What follows belongs to an exercise in optimizing a design on an open flow for small area and a short achievable clock period; a production flow would make more cautious choices.
Only simulation tests tie the RTL to the original design; equivalence was not proved.
The clock port is modelled as an ideal driver; clocking choices that lean on that would not hold on a real chip.
Power and IR drop assume default switching activity.

## run 1
Design top_cv, start of the top module:
module top_cv (
    input  wire clk,
    input  wire enc_rst_n,
    input  wire enc_in_valid,
    input  wire enc_bit_in,
    output wire enc_out_valid,
    output wire enc_y0,
    output wire enc_y1,
    input  wire       dec_rst,
    input  wire       dec_sym_valid,
    input  wire [1:0] dec_rx_sym,
    output wire       dec_bit_valid,
    output wire       dec_bit_out,
    output wire        ber_done,
    output wire [31:0] ber_bits,
    output wire [31:0] ber_errs
);
clock: 12.0 ns
lec_check: 0
cap_margin: 20
core_margin: 2
core_utilization: 40
slew_margin: 20
synth_hierarchical: 1
standard.sh (not shown) runs the stock make flow with config.mk's settings and CLKGATE_MAP_FILE= SYNTH_SCRIPT=/design/flow/synth_recipe.tcl, a recipe that flattens the netlist after the stock synthesis.
==> flow/flow/run.sh <==
#!/bin/bash
# Layout flow: the standard flow (standard.sh, with the standard
# synthesis) with these changes:
#  - after floorplanning, half/full adder cells with an unused output are
#    replaced by the plain gate for the output that is used (fix_adders.tcl);
#  - clock tree synthesis inserts no dummy loads;
#  - ports are buffered with buf_2 cells rather than the default choice;
#  - after global placement all constant outputs share one tie cell
#    (merge_ties.tcl);
#  - timing repair aims at a setup slack of 8.5 ns (SETUP_SLACK_MARGIN).
# Each tool's output goes to the ORFS logs under orfs/logs; make's own
# output goes to standard.log here.
set -euo pipefail
here=$(pwd)
export POST_FLOORPLAN_TCL="$here/flow/fix_adders.tcl"
export POST_GLOBAL_PLACE_TCL="$here/flow/merge_ties.tcl"
export CTS_ARGS="-sink_clustering_enable -repair_clock_nets -dont_use_dummy_load -buf_list sky130_fd_sc_hd__clkbuf_8 -root_buf sky130_fd_sc_hd__clkbuf_8"
export BUFFER_PORTS_ARGS="-buffer_cell sky130_fd_sc_hd__buf_2"
export SETUP_SLACK_MARGIN=8.5
bash standard.sh > "$here/standard.log" 2>&1
Other scripts of this flow, unchanged in this note and not shown: flow/flow/fix_adders.tcl, flow/flow/merge_ties.tcl
Edits applied to the flow inputs when going from run 1 to run 2:
diff --git a/flow/flow/run.sh b/flow/flow/run.sh
--- a/flow/flow/run.sh
+++ b/flow/flow/run.sh
@@ -17 +17 @@
-export CTS_ARGS="-sink_clustering_enable -repair_clock_nets -dont_use_dummy_load -buf_list sky130_fd_sc_hd__clkbuf_8 -root_buf sky130_fd_sc_hd__clkbuf_8"
+export CTS_ARGS="-sink_clustering_enable -repair_clock_nets -dont_use_dummy_load -buf_list sky130_fd_sc_hd__clkbuf_8 -root_buf sky130_fd_sc_hd__clkbuf_8 -sink_clustering_size 45 -sink_clustering_max_diameter 100"
- Per the comparison of run 2 with run 1, power density relative to cell area closely matched the old numbers, count of filler cells inserted in the layout closely matched the old numbers, final-layout worst hold slack closely matched the old numbers, count of buffer and inverter cells on the critical path closely matched the old numbers, relative max-transition margin closely matched the old numbers.
- Run 1 -> run 2: residual DRC count flat
- As far as cell area goes, run 2 and run 1 are indistinguishable; the numbers are identical.
- Comparing run 2 against run 1, there is no change at all in final worst-path setup slack.

---

red:
top_cv again, from the RTL that the note above started with.
==> flow/config.mk <==
export PLATFORM = sky130hd
export DESIGN_NAME = top_cv
export DESIGN_NICKNAME = top_cv
export VERILOG_FILES = /design/flow/design.v
export SDC_FILE = /design/flow/constraint.sdc
export NUM_CORES = 4
export LEC_CHECK = 0
export CAP_MARGIN = 20
export CORE_MARGIN = 2
export CORE_UTILIZATION = 40
export SLEW_MARGIN = 20
export SYNTH_HIERARCHICAL = 1
==> flow/constraint.sdc <==
create_clock -name core_clock -period 12.0 [get_ports {clk}]
set_input_delay 2.4000 -clock core_clock [delete_from_list [all_inputs] [get_ports {clk}]]
set_output_delay 2.4000 -clock core_clock [all_outputs]
set_load 0.01 [all_outputs]
==> flow/flow/run.sh <==
#!/bin/bash
# Layout flow: the standard flow (standard.sh, with the standard
# synthesis) with these changes:
#  - after floorplanning, half/full adder cells with an unused output are
#    replaced by the plain gate for the output that is used (fix_adders.tcl);
#  - clock tree synthesis inserts no dummy loads;
#  - ports are buffered with buf_2 cells rather than the default choice;
#  - after global placement all constant outputs share one tie cell
#    (merge_ties.tcl);
#  - after clock tree synthesis, leaf clock buffers are made smaller where
#    the clock pin slew allows (shrink_clk.tcl);
#  - timing repair aims at a setup slack of 8.5 ns (SETUP_SLACK_MARGIN).
# Each tool's output goes to the ORFS logs under orfs/logs; make's own
# output goes to standard.log here.
set -euo pipefail
here=$(pwd)
export POST_FLOORPLAN_TCL="$here/flow/fix_adders.tcl"
export POST_GLOBAL_PLACE_TCL="$here/flow/merge_ties.tcl"
export POST_CTS_TCL="$here/flow/shrink_clk.tcl"
export CTS_ARGS="-sink_clustering_enable -repair_clock_nets -dont_use_dummy_load -buf_list sky130_fd_sc_hd__clkbuf_8 -root_buf sky130_fd_sc_hd__clkbuf_8"
export BUFFER_PORTS_ARGS="-buffer_cell sky130_fd_sc_hd__buf_2"
export SETUP_SLACK_MARGIN=8.5
bash standard.sh > "$here/standard.log" 2>&1
==> flow/flow/shrink_clk.tcl <==
# Leaf clock buffers are made smaller (clkbuf_8 -> clkbuf_4) where the
# slew at the flip-flop clock pins they drive stays under 110 ps.
estimate_parasitics -placement
proc clk_slew_max {} {
  set m 0
  foreach p [get_pins -hierarchical */CLK] {
    set s [get_property $p slew_max]
    if {$s > $m} { set m $s }
  }
  return $m
}
set small [get_lib_cells sky130_fd_sc_hd__clkbuf_4]
set n 0
foreach inst [get_cells clkbuf_*] {
  set cell [get_property $inst ref_name]
  if {$cell ne "sky130_fd_sc_hd__clkbuf_8"} { continue }
  if {[get_full_name $inst] eq "clkbuf_0_clk"} { continue }
  replace_cell $inst $small
  estimate_parasitics -placement
  if {[clk_slew_max] > 0.110} {
    replace_cell $inst [get_lib_cells $cell]
    estimate_parasitics -placement
  } else {
    incr n
  }
}
puts "shrink_clk: $n leaf clock buffers made smaller, clock pin slew [clk_slew_max]"
Other scripts of this flow, unchanged in this note and not shown: flow/flow/fix_adders.tcl, flow/flow/merge_ties.tcl
red ran to completion and came out clean on the timing, design-rule and antenna checks.
What blue does differently from red at the input level:
- changing CORE_UTILIZATION from 40 to 75
- setting PLACE_DENSITY to 0.85 for the first time
diff --git a/flow/flow/run.sh b/flow/flow/run.sh
--- a/flow/flow/run.sh
+++ b/flow/flow/run.sh
@@ -10,2 +9,0 @@
-#  - after clock tree synthesis, leaf clock buffers are made smaller where
-#    the clock pin slew allows (shrink_clk.tcl);
@@ -19 +16,0 @@
-export POST_CTS_TCL="$here/flow/shrink_clk.tcl"
removed: flow/flow/shrink_clk.tcl
--- outcome ---
blue vs. red: number of global-route vias before repair went up by 227.
Compare red and blue | share of the core filled with cells in the final layout lower: red
Going from red to blue, number of detailed-routing iterations run before antenna repair shrinks by 1.
red -> blue: detailed-route wire length increased by more than 10%
Re worst-case clock skew: red and blue aren't equal, and the higher value belongs to blue.
Input-level comparison between green and blue:
- clearing PLACE_DENSITY, which used to be 0.85
- swapping 75 for 40 in CORE_UTILIZATION
diff --git a/flow/flow/run.sh b/flow/flow/run.sh
--- a/flow/flow/run.sh
+++ b/flow/flow/run.sh
@@ -19 +19 @@
-export SETUP_SLACK_MARGIN=8.5
+export SETUP_SLACK_MARGIN=8.3
==> notes.md <==
blue: full flow OK, the timing, design-rule and antenna checks passed. green: full flow OK, the timing, design-rule and antenna checks passed. Taking green as 1.0, blue lands at 1.07 on via count. Side by side, critical path depth turned out lower in green than in blue. Global-route usage sits lower in green than in blue. Summary of green over blue: switching power summed over all nets saw a decrease; layout overhead on the synthesized area decreased by 1.1 points relative to the old numbers; count of placed standard cells in the final layout, fillers left out moved up.
Input changes introduced in orange (baseline for comparison: green):
- PLACE_DENSITY: unset -> 0.7
- CORE_UTILIZATION: 40 -> 60
diff --git a/flow/flow/run.sh b/flow/flow/run.sh
--- a/flow/flow/run.sh
+++ b/flow/flow/run.sh
@@ -19 +19 @@
-export SETUP_SLACK_MARGIN=8.3
+export SETUP_SLACK_MARGIN=8.5
## What came out
orange vs green: cell area after layout up slightly
Post-CTS clock slew at the launch and capture registers of the worst setup and hold paths, green and orange: smaller value in green
The higher worst reg-to-reg setup slack came out of orange.
The higher non-clock buffer contribution to total cell area came out of orange.
orange vs. green: hold slack went up by 0.0096 ns.
Compared orange vs green, and routed wire length is up in orange.
orange vs green — combinational power share rose 2.0 points.
orange against green: clock network fraction of design power lower, relative area change from synthesis to final layout higher.

-- static timing again, ports no longer ideal --
The results above use ideal ports. As a check the final layouts listed here were re-extracted and re-timed, cells and wires unchanged. Step 1 (the two cells are an assumption about what drives the block):
set clk [get_ports {clk}]
set_driving_cell -lib_cell sky130_fd_sc_hd__clkbuf_16 $clk
set_driving_cell -lib_cell sky130_fd_sc_hd__buf_2 [delete_from_list [all_inputs] $clk]
Step 2 times the ports against the registers' clock, not the clock port: input delays grow and output delays shrink by t, the midpoint of the rising clock arrivals with the driver on. Slacks: no drivers / after step 1 / after step 2; pairs: no drivers / after step 1.
run | t, ns | slack for setup (ns) | clock arrival spread, ns | worst slew at a driven data input, ns
run 1 | 0.453 | 8.551 / 8.523 / 8.070 | 0.036 / 0.037 | 0.06
run 2 | 0.453 | 8.551 / 8.523 / 8.070 | 0.036 / 0.037 | 0.06
red | 0.432 | 8.540 / 8.511 / 8.078 | 0.036 / 0.035 | 0.06
blue | 0.479 | 8.475 / 8.452 / 7.973 | 0.043 / 0.042 | 0.06
green | 0.470 | 8.197 / 8.196 / 7.726 | 0.022 / 0.023 | 0.04
orange | 0.465 | 8.483 / 8.500 / 8.035 | 0.031 / 0.032 | 0.05
After both steps setup and hold are still met in every run listed. The setup slack of blue, which loses most, moves by -0.023 ns with the drivers and by -0.502 ns with both steps.
